What follows belongs to an exercise in optimizing a design on an open flow for small area and a short achievable clock period; a production flow would make more cautious choices. RTL that was checked went through simulation tests only; none was proved equivalent to the original.

== run A ==
==> flow/design.v <==
`timescale 1 ns / 1 ns
module filter_mlab
               (
                i_clk,
                i_clk_enable,
                i_reset_n,
                filter_in,
                filter_out
                );
  input   i_clk;
  input   i_clk_enable;
  input   i_reset_n;
  input   signed [17:0] filter_in;
  output  signed [17:0] filter_out;
  reg  [3:0] cur_count;             
  reg  [3:0] vcnt;                  
  reg  signed [17:0] r [0:10];
  reg  signed [17:0] output_register;
  wire       is_s = cur_count[3];   
  reg  [3:0] sel1;                  
  reg  [3:0] sel2;                  
  wire [3:0] cnt_n  = is_s ? 4'd0 : cur_count + 4'd1;
  wire [3:0] vcnt_n = (is_s && vcnt != 4'd11) ? vcnt + 4'd1 : vcnt;
  function v;
    input [3:0] vc;
    input [3:0] a;
    v = (a < vc);
  endfunction
  reg [3:0] s1_n, s2_n;
  always @* begin
    s1_n = 4'd0;
    s2_n = 4'd0;
    case (cnt_n)
      4'd0: begin s1_n[0] = v(vcnt_n, 4'd7);  s2_n[0] = v(vcnt_n, 4'd6); end
      4'd1: begin s1_n[1] = v(vcnt_n, 4'd1);  s2_n[1] = v(vcnt_n, 4'd1); end
      4'd2: begin s1_n[1] = v(vcnt_n, 4'd7);  s2_n[0] = v(vcnt_n, 4'd7); end
      4'd3: begin s1_n[2] = v(vcnt_n, 4'd2);                             end
      4'd4: begin s1_n[3] = v(vcnt_n, 4'd9);  s2_n[2] = v(vcnt_n, 4'd5); end
      4'd5: begin s1_n[2] = v(vcnt_n, 4'd3);                             end
      4'd6: begin s1_n[3] = v(vcnt_n, 4'd10);                            end
      4'd7: begin s1_n[0] = v(vcnt_n, 4'd5);  s2_n[3] = v(vcnt_n, 4'd5); end
      default: begin s1_n[1] = v(vcnt_n, 4'd10); s2_n[1] = v(vcnt_n, 4'd10); end
    endcase
  end
  always @(posedge i_clk or negedge i_reset_n)
    if (!i_reset_n) begin
      cur_count <= 4'd8;
      vcnt      <= 4'd0;
      sel1      <= 4'd0;
      sel2      <= 4'd0;
    end
    else if (i_clk_enable) begin
      cur_count <= cnt_n;
      vcnt      <= vcnt_n;
      sel1      <= s1_n;
      sel2      <= s2_n;
    end
  integer i;
  always @(posedge i_clk)
    if (i_clk_enable) begin
      r[0] <= is_s ? filter_in : r[10];
      for (i = 1; i < 11; i = i + 1)
        r[i] <= r[i-1];
    end
  wire [24:0] x5  = {{7{r[5][17]}},  r[5]};
  wire [24:0] x8  = {{7{r[8][17]}},  r[8]};
  wire [24:0] x10 = {{7{r[10][17]}}, r[10]};
  wire [24:0] v1 = ({25{sel1[0]}} & x8)
                 | ({25{sel1[1]}} & (x10 << 2))
                 | ({25{sel1[2]}} & (x10 << 3))
                 | ({25{sel1[3]}} & (x8 << 3));
  wire [24:0] v2 = ({25{sel2[0]}} & (x10 << 4))
                 | ({25{sel2[1]}} & x10)
                 | ({25{sel2[2]}} & (x5 << 3))
                 | ({25{sel2[3]}} & (x8 << 2));
  reg  [24:0] acc;
  reg         c1, c2;
  wire [24:0] base = is_s ? 25'd16 : acc;
  wire        ci1  = c1 & ~is_s;
  wire        ci2  = c2 & ~is_s;
  wire [24:0] nv1  = ~v1;
  wire [24:0] hs   = base ^ nv1 ^ v2;
  wire [24:0] hc   = (base & nv1) | (base & v2) | (nv1 & v2);
  wire [8:0]  s0   = {1'b0, hs[7:0]}   + {1'b0, hc[6:0], 1'b1};
  wire [9:0]  s1w  = {1'b0, hs[15:8], 1'b1} + {1'b0, hc[14:7], ci1};
  wire [9:0]  s2w  = {hs[24:16], 1'b1}      + {hc[23:15], ci2};
  wire [8:0]  s1   = s1w[9:1];
  wire [8:0]  s2   = s2w[9:1];
  always @(posedge i_clk)
    if (i_clk_enable) begin
      acc <= {s2[8:0], s1[7:0], s0[7:0]};
      c1  <= s0[8];
      c2  <= s1[8];
    end
  wire [16:0] hi   = acc[24:8] + {8'd0, c2, 7'd0, c1};
  wire [19:0] q    = {hi, acc[7:5]};
  wire        tie  = (acc[4:0] == 5'd0);
  wire        pos_ovf = ~q[19] & (q[18] | q[17]);
  wire        neg_ovf =  q[19] & ~(q[18] & q[17]);
  wire [17:0] yr   = {q[17:1], q[0] & ~tie};
  wire [17:0] y    = (vcnt == 4'd0) ? 18'd0 :
                     pos_ovf ? 18'h1ffff : neg_ovf ? 18'h20000 : yr;
  always @(posedge i_clk or negedge i_reset_n)
    if (!i_reset_n)
      output_register <= 18'sd0;
    else if (i_clk_enable && is_s)
      output_register <= y;
  assign filter_out = output_register;
endmodule
export LEC_CHECK = 0
export CAP_MARGIN = 20
export CORE_MARGIN = 2
export CORE_UTILIZATION = 40
export SLEW_MARGIN = 20
create_clock -name core_clock -period 10.0 [get_ports {i_clk}]
standard.sh (not shown) runs the stock make flow with config.mk's settings and CLKGATE_MAP_FILE= SYNTH_SCRIPT=/design/flow/synth_recipe.tcl, a recipe that flattens the netlist after the stock synthesis.
==> flow/flow/run.sh <==
#!/bin/bash
set -o pipefail
bash standard.sh 'SETUP_SLACK_MARGIN=6.9' 'CTS_CLUSTER_SIZE=30' 'CTS_CLUSTER_DIAMETER=60' 'BUFFER_PORTS_ARGS=-buffer_cell sky130_fd_sc_hd__buf_2' 'CORE_UTILIZATION=60' 'PLACE_DENSITY=0.75' finish 2>&1 | tee standard.log
> inputs changed (run A -> run B)
--- a/flow/design.v
+++ b/flow/design.v
@@ -74,26 +74,27 @@
                  | ({25{sel2[2]}} & (x5 << 3))
                  | ({25{sel2[3]}} & (x8 << 2));
   reg  [24:0] acc;
-  reg         c1, c2;
+  reg         c1, c2, c3;
   wire [24:0] base = is_s ? 25'd16 : acc;
   wire        ci1  = c1 & ~is_s;
   wire        ci2  = c2 & ~is_s;
+  wire        ci3  = c3 & ~is_s;
   wire [24:0] nv1  = ~v1;
   wire [24:0] hs   = base ^ nv1 ^ v2;
   wire [24:0] hc   = (base & nv1) | (base & v2) | (nv1 & v2);
-  wire [8:0]  s0   = {1'b0, hs[7:0]}   + {1'b0, hc[6:0], 1'b1};
-  wire [9:0]  s1w  = {1'b0, hs[15:8], 1'b1} + {1'b0, hc[14:7], ci1};
-  wire [9:0]  s2w  = {hs[24:16], 1'b1}      + {hc[23:15], ci2};
-  wire [8:0]  s1   = s1w[9:1];
-  wire [8:0]  s2   = s2w[9:1];
+  wire [6:0]  s0   = {1'b0, hs[5:0]}         + {1'b0, hc[4:0], 1'b1};
+  wire [7:0]  s1w  = {1'b0, hs[11:6], 1'b1}  + {1'b0, hc[10:5], ci1};
+  wire [7:0]  s2w  = {1'b0, hs[17:12], 1'b1} + {1'b0, hc[16:11], ci2};
+  wire [7:0]  s3w  = {hs[24:18], 1'b1}       + {hc[23:17], ci3};
   always @(posedge i_clk)
     if (i_clk_enable) begin
-      acc <= {s2[8:0], s1[7:0], s0[7:0]};
-      c1  <= s0[8];
-      c2  <= s1[8];
+      acc <= {s3w[7:1], s2w[6:1], s1w[6:1], s0[5:0]};
+      c1  <= s0[6];
+      c2  <= s1w[7];
+      c3  <= s2w[7];
     end
-  wire [16:0] hi   = acc[24:8] + {8'd0, c2, 7'd0, c1};
-  wire [19:0] q    = {hi, acc[7:5]};
+  wire [18:0] hi   = acc[24:6] + {c3, 5'd0, c2, 5'd0, c1};
+  wire [19:0] q    = {hi, acc[5]};
   wire        tie  = (acc[4:0] == 5'd0);
   wire        pos_ovf = ~q[19] & (q[18] | q[17]);
   wire        neg_ovf =  q[19] & ~(q[18] & q[17]);
Findings:
On design area: between run B and run A, it ends up lower for run A.
Compared with run A, in run B setup slack at placement fell 0.31 ns, initial detailed-routing violation count climbed 31%, clock-buffer cell count lost 2, via count grew by 448.
Function not checked in run B: the RTL went through the layout flow alone.

---

Another version of the RTL of filter_mlab (not shown whole).
For scale: ~960 cells after synthesis, about 250 flip-flops.
==> module filter_mlab, before the edit <==
module filter_mlab
               (
                i_clk,
                i_clk_enable,
                i_reset_n,
                filter_in,
                filter_out
                );
  input   i_clk;
  input   i_clk_enable;
  input   i_reset_n;
  input   signed [17:0] filter_in;
  output  signed [17:0] filter_out;
  reg  [3:0] cur_count;
  reg  [3:0] vcnt;                   
  reg  signed [17:0] r [0:10];
  reg  signed [24:0] acc;
  reg  signed [17:0] output_register;
  wire phase_8 = (cur_count == 4'd8) & i_clk_enable;
  always @(posedge i_clk or negedge i_reset_n)
    if (!i_reset_n)
      cur_count <= 4'd8;
    else if (i_clk_enable)
      cur_count <= (cur_count == 4'd8) ? 4'd0 : cur_count + 4'd1;
  always @(posedge i_clk or negedge i_reset_n)
    if (!i_reset_n)
      vcnt <= 4'd0;
    else if (phase_8 && vcnt != 4'd11)
      vcnt <= vcnt + 4'd1;
  integer i;
  always @(posedge i_clk)
    if (i_clk_enable) begin
      r[0] <= (cur_count == 4'd8) ? filter_in : r[10];
      for (i = 1; i < 11; i = i + 1)
        r[i] <= r[i-1];
    end
  wire               use8 = (cur_count == 4'd4) | (cur_count == 4'd6) | (cur_count == 4'd7);
  wire signed [17:0] xsel = use8 ? r[8] : r[10];
  reg  [3:0] age;
  always @* begin
    case (cur_count)
      4'd0: age = 4'd6;
      4'd1: age = 4'd1;
      4'd2: age = 4'd7;
      4'd3: age = 4'd2;
      4'd4: age = 4'd9;
      4'd5: age = 4'd3;
      4'd6: age = 4'd10;
      4'd7: age = 4'd5;
      default: age = 4'd10;
    endcase
  end
  wire valid = (age < vcnt);
  wire signed [17:0] xm = valid ? xsel : 18'sd0;
  wire signed [24:0] xs = {{7{xm[17]}}, xm};
  reg p1, n1, m4, m8, p16;
  always @* begin
    {p1, n1, m4, m8, p16} = 5'b00000;
    case (cur_count)
      4'd1, 4'd8:             {p1, m4} = 2'b11;         
      4'd3, 4'd4, 4'd5, 4'd6: m8 = 1'b1;                
      4'd2, 4'd7:             {n1, m4, p16} = 3'b111;   
      default:                p16 = 1'b1;               
    endcase
  end
  wire [24:0] t1 = (p1 | n1) ? (xs ^ {25{n1}}) : 25'd0;
  wire [24:0] t2 = m4 ? ~(xs << 2) : 25'd0;
  wire [24:0] t3 = m8 ? ~(xs << 3) : p16 ? (xs << 4) : 25'd0;
  wire [1:0]  kc = {1'b0, n1} + {1'b0, m4} + {1'b0, m8};
  wire [24:0] k  = {23'd0, kc};
  wire [24:0] base = (cur_count == 4'd8) ? 25'd0 : acc;
  wire [24:0] sum  = base + t1 + t2 + t3 + k;
  wire signed [19:0] q    = acc[24:5];
  wire               up   = acc[4] & ((|acc[3:0]) | acc[5]);
  wire signed [19:0] qr   = q + {19'd0, up};
  wire               pos_ovf = ~qr[19] & (qr[18] | qr[17]);
  wire               neg_ovf =  qr[19] & ~(qr[18] & qr[17]);
  wire signed [17:0] y    = pos_ovf ? 18'sh1ffff : neg_ovf ? 18'sh20000 : qr[17:0];
  always @(posedge i_clk or negedge i_reset_n)
    if (!i_reset_n)
      acc <= 25'sd0;
    else if (i_clk_enable)
      acc <= sum;
  always @(posedge i_clk or negedge i_reset_n)
    if (!i_reset_n)
      output_register <= 18'sd0;
    else if (phase_8)
      output_register <= y;
  assign filter_out = output_register;
endmodule
==> flow/config.mk <==
export PLATFORM = sky130hd
export DESIGN_NAME = filter_mlab
export DESIGN_NICKNAME = filter_mlab
export VERILOG_FILES = /design/flow/design.v
export SDC_FILE = /design/flow/constraint.sdc
export NUM_CORES = 4
export LEC_CHECK = 0
export CAP_MARGIN = 20
export CORE_MARGIN = 2
export CORE_UTILIZATION = 40
export SLEW_MARGIN = 20
==> flow/constraint.sdc <==
create_clock -name core_clock -period 10.0 [get_ports {i_clk}]
set_input_delay 2.0000 -clock core_clock [delete_from_list [all_inputs] [get_ports {i_clk}]]
set_output_delay 2.0000 -clock core_clock [all_outputs]
set_load 0.01 [all_outputs]
run.sh (not shown) runs the stock make flow with config.mk's settings and CLKGATE_MAP_FILE= SYNTH_SCRIPT=/design/flow/synth_recipe.tcl, a recipe that flattens the netlist after the stock synthesis.
Stock flow here: none of the scripts above is used.
Change:
--- a/flow/design.v
+++ b/flow/design.v
@@ -53,23 +53,18 @@
   end
   wire valid = (age < vcnt);
-  wire signed [17:0] xm = valid ? xsel : 18'sd0;
-  wire signed [24:0] xs = {{7{xm[17]}}, xm};
-  reg p1, n1, m4, m8, p16;
+  wire signed [24:0] x1  = valid ? {{7{xsel[17]}}, xsel} : 25'sd0;
+  wire signed [24:0] x3  = x1 + (x1 <<< 1);
+  wire signed [24:0] x8  = x1 <<< 3;
+  wire signed [24:0] x11 = x8 + x3;
+  wire signed [24:0] x16 = x1 <<< 4;
+  reg  signed [24:0] term;
   always @* begin
-    {p1, n1, m4, m8, p16} = 5'b00000;
     case (cur_count)
-      4'd1, 4'd8:             {p1, m4} = 2'b11;         
-      4'd3, 4'd4, 4'd5, 4'd6: m8 = 1'b1;                
-      4'd2, 4'd7:             {n1, m4, p16} = 3'b111;   
-      default:                p16 = 1'b1;               
+      4'd1, 4'd8:             term = -x3;
+      4'd3, 4'd4, 4'd5, 4'd6: term = -x8;
+      4'd2, 4'd7:             term = x11;
+      default:                term = x16;
     endcase
   end
-  wire [24:0] t1 = (p1 | n1) ? (xs ^ {25{n1}}) : 25'd0;
-  wire [24:0] t2 = m4 ? ~(xs << 2) : 25'd0;
-  wire [24:0] t3 = m8 ? ~(xs << 3) : p16 ? (xs << 4) : 25'd0;
-  wire [1:0]  kc = {1'b0, n1} + {1'b0, m4} + {1'b0, m8};
-  wire [24:0] k  = {23'd0, kc};
-  wire [24:0] base = (cur_count == 4'd8) ? 25'd0 : acc;
-  wire [24:0] sum  = base + t1 + t2 + t3 + k;
   wire signed [19:0] q    = acc[24:5];
   wire               up   = acc[4] & ((|acc[3:0]) | acc[5]);
@@ -82,5 +77,5 @@
       acc <= 25'sd0;
     else if (i_clk_enable)
-      acc <= sum;
+      acc <= (cur_count == 4'd8) ? term : acc + term;
   always @(posedge i_clk or negedge i_reset_n)
     if (!i_reset_n)
Effect:
- sequential share of layout area came out lower by 3.1 points
- cell area is higher by 6.5%
- worst hold slack gains 8.7 ps
- wire length went up by 19%
No run of this note included a check of the RTL's function; only the layout flow was run.

[what the ideal ports hide]
The flow's constraints put no driver on any port. The routed layouts listed below were extracted and timed again, unchanged, in two steps. Step 1 (the two cells are an assumption about what drives the block):
set clk [get_ports {i_clk}]
set_driving_cell -lib_cell sky130_fd_sc_hd__clkbuf_16 $clk
set_driving_cell -lib_cell sky130_fd_sc_hd__buf_2 [delete_from_list [all_inputs] $clk]
Step 2 also shifts input and output timing later by t, the mid clock arrival at the registers, as if the neighbouring blocks saw the same clock. a / b / c = no drivers / after step 1 / after step 2; a / b = the first two.
run | t, ns | setup slack, ns | worst hold slack (ns) | worst slew at a driven data input, ns | pins driven straight from the clock port
run A | 0.533 | 6.947 / 6.923 / 6.412 | 0.418 / 0.418 / 0.418 | 0.13 | 1
run B | 0.544 | 6.929 / 6.882 / 6.351 | 0.403 / 0.403 / 0.403 | 0.13 | 1
the first run of note 2 | 0.580 | 3.712 / 3.712 / 3.712 | 0.407 / 0.407 / 0.407 | 0.05 | 1
the second run of note 2 | 0.582 | 0.860 / 0.860 / 0.860 | 0.416 / 0.416 / 0.416 | 0.05 | 1
After both steps setup and hold are still met in every run listed. The setup slack of run B, which loses most, moves by -0.047 ns with the drivers and by -0.578 ns with both steps.
